Background: an optimization exercise with open tools, aiming at small area, a short achievable clock period and few clock cycles. Do not read the settings as production practice.

==> flow/design.v <==
module floating_Mult(
    input  [31:0] OperandA,
    input  [31:0] OperandB,
    input         sign_in,       
    output [31:0] out
);
    wire [7:0]  eA = OperandA[30:23];
    wire [7:0]  eB = OperandB[30:23];
    wire        zero_exponent = ~|eA | ~|eB;
    wire        NaN = (&eA & |OperandA[22:0]) | (&eB & |OperandB[22:0]);
    wire        Exception = (&eA & ~|OperandA[22:0]) | (&eB & ~|OperandB[22:0]);
    wire [47:0] P = {1'b1, OperandA[22:0]} * {1'b1, OperandB[22:0]};
    wire [7:0]  e_base = eA + eB + 8'd129;           
    wire [22:0] frac_rnd = P[45:23] + {22'b0, P[22]};
    wire [7:0]  e_out = P[47] ? e_base + 8'd1 : e_base;
    wire [22:0] f_out = P[47] ? P[46:24] : frac_rnd;
    assign out = zero_exponent ? 32'b0 :
                 NaN           ? {sign_in, 8'hFF, 23'h7FFFFF} :
                 Exception     ? {sign_in, 8'hFF, 23'h0} :
                                 {sign_in, e_out, f_out};
endmodule
module Adder(
    input  [31:0] OperandA,
    input  [31:0] OperandB,
    output [31:0] out
);
    wire [7:0]  eX = OperandA[30:23];
    wire [7:0]  eY = OperandB[30:23];
    wire [23:0] mX = {|eX, OperandA[22:0]};
    wire [23:0] mY = {|eY, OperandB[22:0]};
    wire        swap = eX < eY;
    wire        sA = swap ? OperandB[31] : OperandA[31];
    wire        sB = swap ? OperandA[31] : OperandB[31];
    wire [7:0]  eA = swap ? eY : eX;
    wire [7:0]  eB = swap ? eX : eY;
    wire [23:0] mA = swap ? mY : mX;
    wire [23:0] mB = swap ? mX : mY;
    wire [7:0]  diff = eA - eB;
    wire [23:0] mBs = mB >> diff;
    wire        same = sA == sB;
    wire        ge = mA >= mBs;
    wire [24:0] sum = same ? {1'b0, mA} + {1'b0, mBs} :
                      ge   ? {1'b0, mA} - {1'b0, mBs} :
                             {1'b0, mBs} - {1'b0, mA};
    wire        sign_out = (same | ge) ? sA : sB;
    wire [23:0] n0 = sum[23:0];
    wire        z16 = ~|n0[23:8];
    wire [23:0] n1 = z16 ? {n0[7:0], 16'b0} : n0;
    wire        z8 = ~|n1[23:16];
    wire [23:0] n2 = z8 ? {n1[15:0], 8'b0} : n1;
    wire        z4 = ~|n2[23:20];
    wire [23:0] n3 = z4 ? {n2[19:0], 4'b0} : n2;
    wire        z2 = ~|n3[23:22];
    wire [23:0] n4 = z2 ? {n3[21:0], 2'b0} : n3;
    wire        z1 = ~n4[23];
    wire [23:0] n5 = z1 ? {n4[22:0], 1'b0} : n4;
    wire [4:0]  lz = {z16, z8, z4, z2, z1};
    wire        is_zero = ~|sum;
    wire [7:0]  exp_out = sum[24] ? eA + 8'd1 :
                          is_zero ? eA : eA - {3'b0, lz};
    wire [22:0] mant_out = sum[24] ? sum[23:1] : n5[22:0];
    wire NaN = (&eX & |OperandA[22:0]) | (&eY & |OperandB[22:0]);
    wire Exception = (&eX & ~|OperandA[22:0]) | (&eY & ~|OperandB[22:0]);
    assign out = NaN       ? {sign_out, 8'hFF, 23'h7FFFFF} :
                 Exception ? {sign_out, 8'hFF, 23'h0} :
                             {sign_out, exp_out, mant_out};
endmodule
module Accumulator(
    input             clk,
    input             rst,
    input      [31:0] IN1,
    input             in_valid,
    input      [7:0]  kernel_size,
    output reg [31:0] Accumulator,
    output reg        output_valid
);
    reg  [7:0] cnt_j, cnt_i;
    wire [7:0] j1 = cnt_j + 8'd1;
    wire [7:0] i1 = cnt_i + 8'd1;
    wire       j_wrap = j1 == kernel_size;
    wire       i_wrap = i1 == kernel_size;
    wire       first = ~|cnt_j & ~|cnt_i;
    wire       last = j_wrap & i_wrap & |kernel_size;
    wire [31:0] out;
    always @(posedge clk or negedge rst) begin
        if (~rst) begin
            cnt_j <= 8'd0;
            cnt_i <= 8'd0;
            output_valid <= 1'b0;
        end else begin
            output_valid <= in_valid & last;
            if (in_valid) begin
                cnt_j <= j_wrap ? 8'd0 : j1;
                if (j_wrap) cnt_i <= i_wrap ? 8'd0 : i1;
            end
        end
    end
    always @(posedge clk)
        if (in_valid) Accumulator <= first ? IN1 : out;
    Adder add_inst(
        .OperandA(IN1),
        .OperandB(Accumulator),
        .out(out)
    );
endmodule
module conv_mac (
    input         clk,
    input         rst,           
    input         in_valid,
    input  [31:0] OperandA,      
    input  [31:0] OperandB,      
    input  [7:0]  kernel_size,
    output        out_valid,
    output [31:0] result
);
reg         v_in;
reg  [30:0] a_in, b_in;
reg         s_in;
reg         v_prod;
reg  [31:0] prod;
wire [31:0] mult_result;
always @(posedge clk or negedge rst) begin
    if (~rst) begin
        v_in <= 1'b0;
        v_prod <= 1'b0;
    end else begin
        v_in <= in_valid;
        v_prod <= v_in;
    end
end
always @(posedge clk) begin
    a_in <= OperandA[30:0];
    b_in <= OperandB[30:0];
    s_in <= OperandA[31] ^ OperandB[31];
    prod <= mult_result;
end
floating_Mult multiplier(
    .OperandA({1'b0, a_in}),
    .OperandB({1'b0, b_in}),
    .sign_in(s_in),
    .out(mult_result)
);
Accumulator accumulator(
    .clk(clk),
    .rst(rst),
    .IN1(prod),
    .in_valid(v_prod),
    .kernel_size(kernel_size),
    .Accumulator(result),
    .output_valid(out_valid)
);
endmodule
==> flow/config.mk <==
export PLATFORM = sky130hd
export DESIGN_NAME = conv_mac
export DESIGN_NICKNAME = conv_mac
export VERILOG_FILES = /design/flow/design.v
export SDC_FILE = /design/flow/constraint.sdc
export NUM_CORES = 4
export LEC_CHECK = 0
export CAP_MARGIN = 20
export CORE_MARGIN = 2
export CORE_UTILIZATION = 40
export SLEW_MARGIN = 20
==> flow/constraint.sdc <==
create_clock -name core_clock -period 44.0 [get_ports {clk}]
set_input_delay 8.8000 -clock core_clock [delete_from_list [all_inputs] [get_ports {clk}]]
set_output_delay 8.8000 -clock core_clock [all_outputs]
set_load 0.01 [all_outputs]
run.sh (not shown) runs the stock make flow with config.mk's settings and CLKGATE_MAP_FILE= SYNTH_SCRIPT=/design/flow/synth_recipe.tcl, a recipe that flattens the netlist after the stock synthesis.
Then changed:
--- a/flow/config.mk
+++ b/flow/config.mk
@@ -8 +8 @@
-export CAP_MARGIN = 20
+export CAP_MARGIN = 90
@@ -11 +11 @@
-export SLEW_MARGIN = 20
+export SLEW_MARGIN = 90
What happened: Now the flow failed in 5_1_grt (GRT-0116). Area after synthesis is unchanged. Synthesized cell count is unchanged.
No run of this note included a check of the RTL's function; only the layout flow was run.

## static timing again, ports no longer ideal
In the flow no input, the clock included, has a driving cell. The finished layout below was timed again as built, in two steps. Step 1 (the two cells are an assumption about what drives the block):
set clk [get_ports {clk}]
set_driving_cell -lib_cell sky130_fd_sc_hd__clkbuf_16 $clk
set_driving_cell -lib_cell sky130_fd_sc_hd__buf_2 [delete_from_list [all_inputs] $clk]
Step 2, shift: input delay + t, output delay - t, t = (earliest + latest rising clock arrival at the registers) / 2. This alone moves slack from input paths to output paths. a / b / c = ideal ports / drivers / drivers and shift; a / b = the first two.
run: the first run
shift t [ns]: 0.545
slack for setup (ns): 29.720 / 29.720 / 29.720
worst setup path after step 2: register to register
latest minus earliest clock arrival (ns): 0.022 / 0.022
worst data-port slew with drivers (ns): 0.08
After both steps setup and hold are still met in the first run. The setup slack of the first run moves by 0.000 ns with the drivers and by 0.000 ns with both steps.
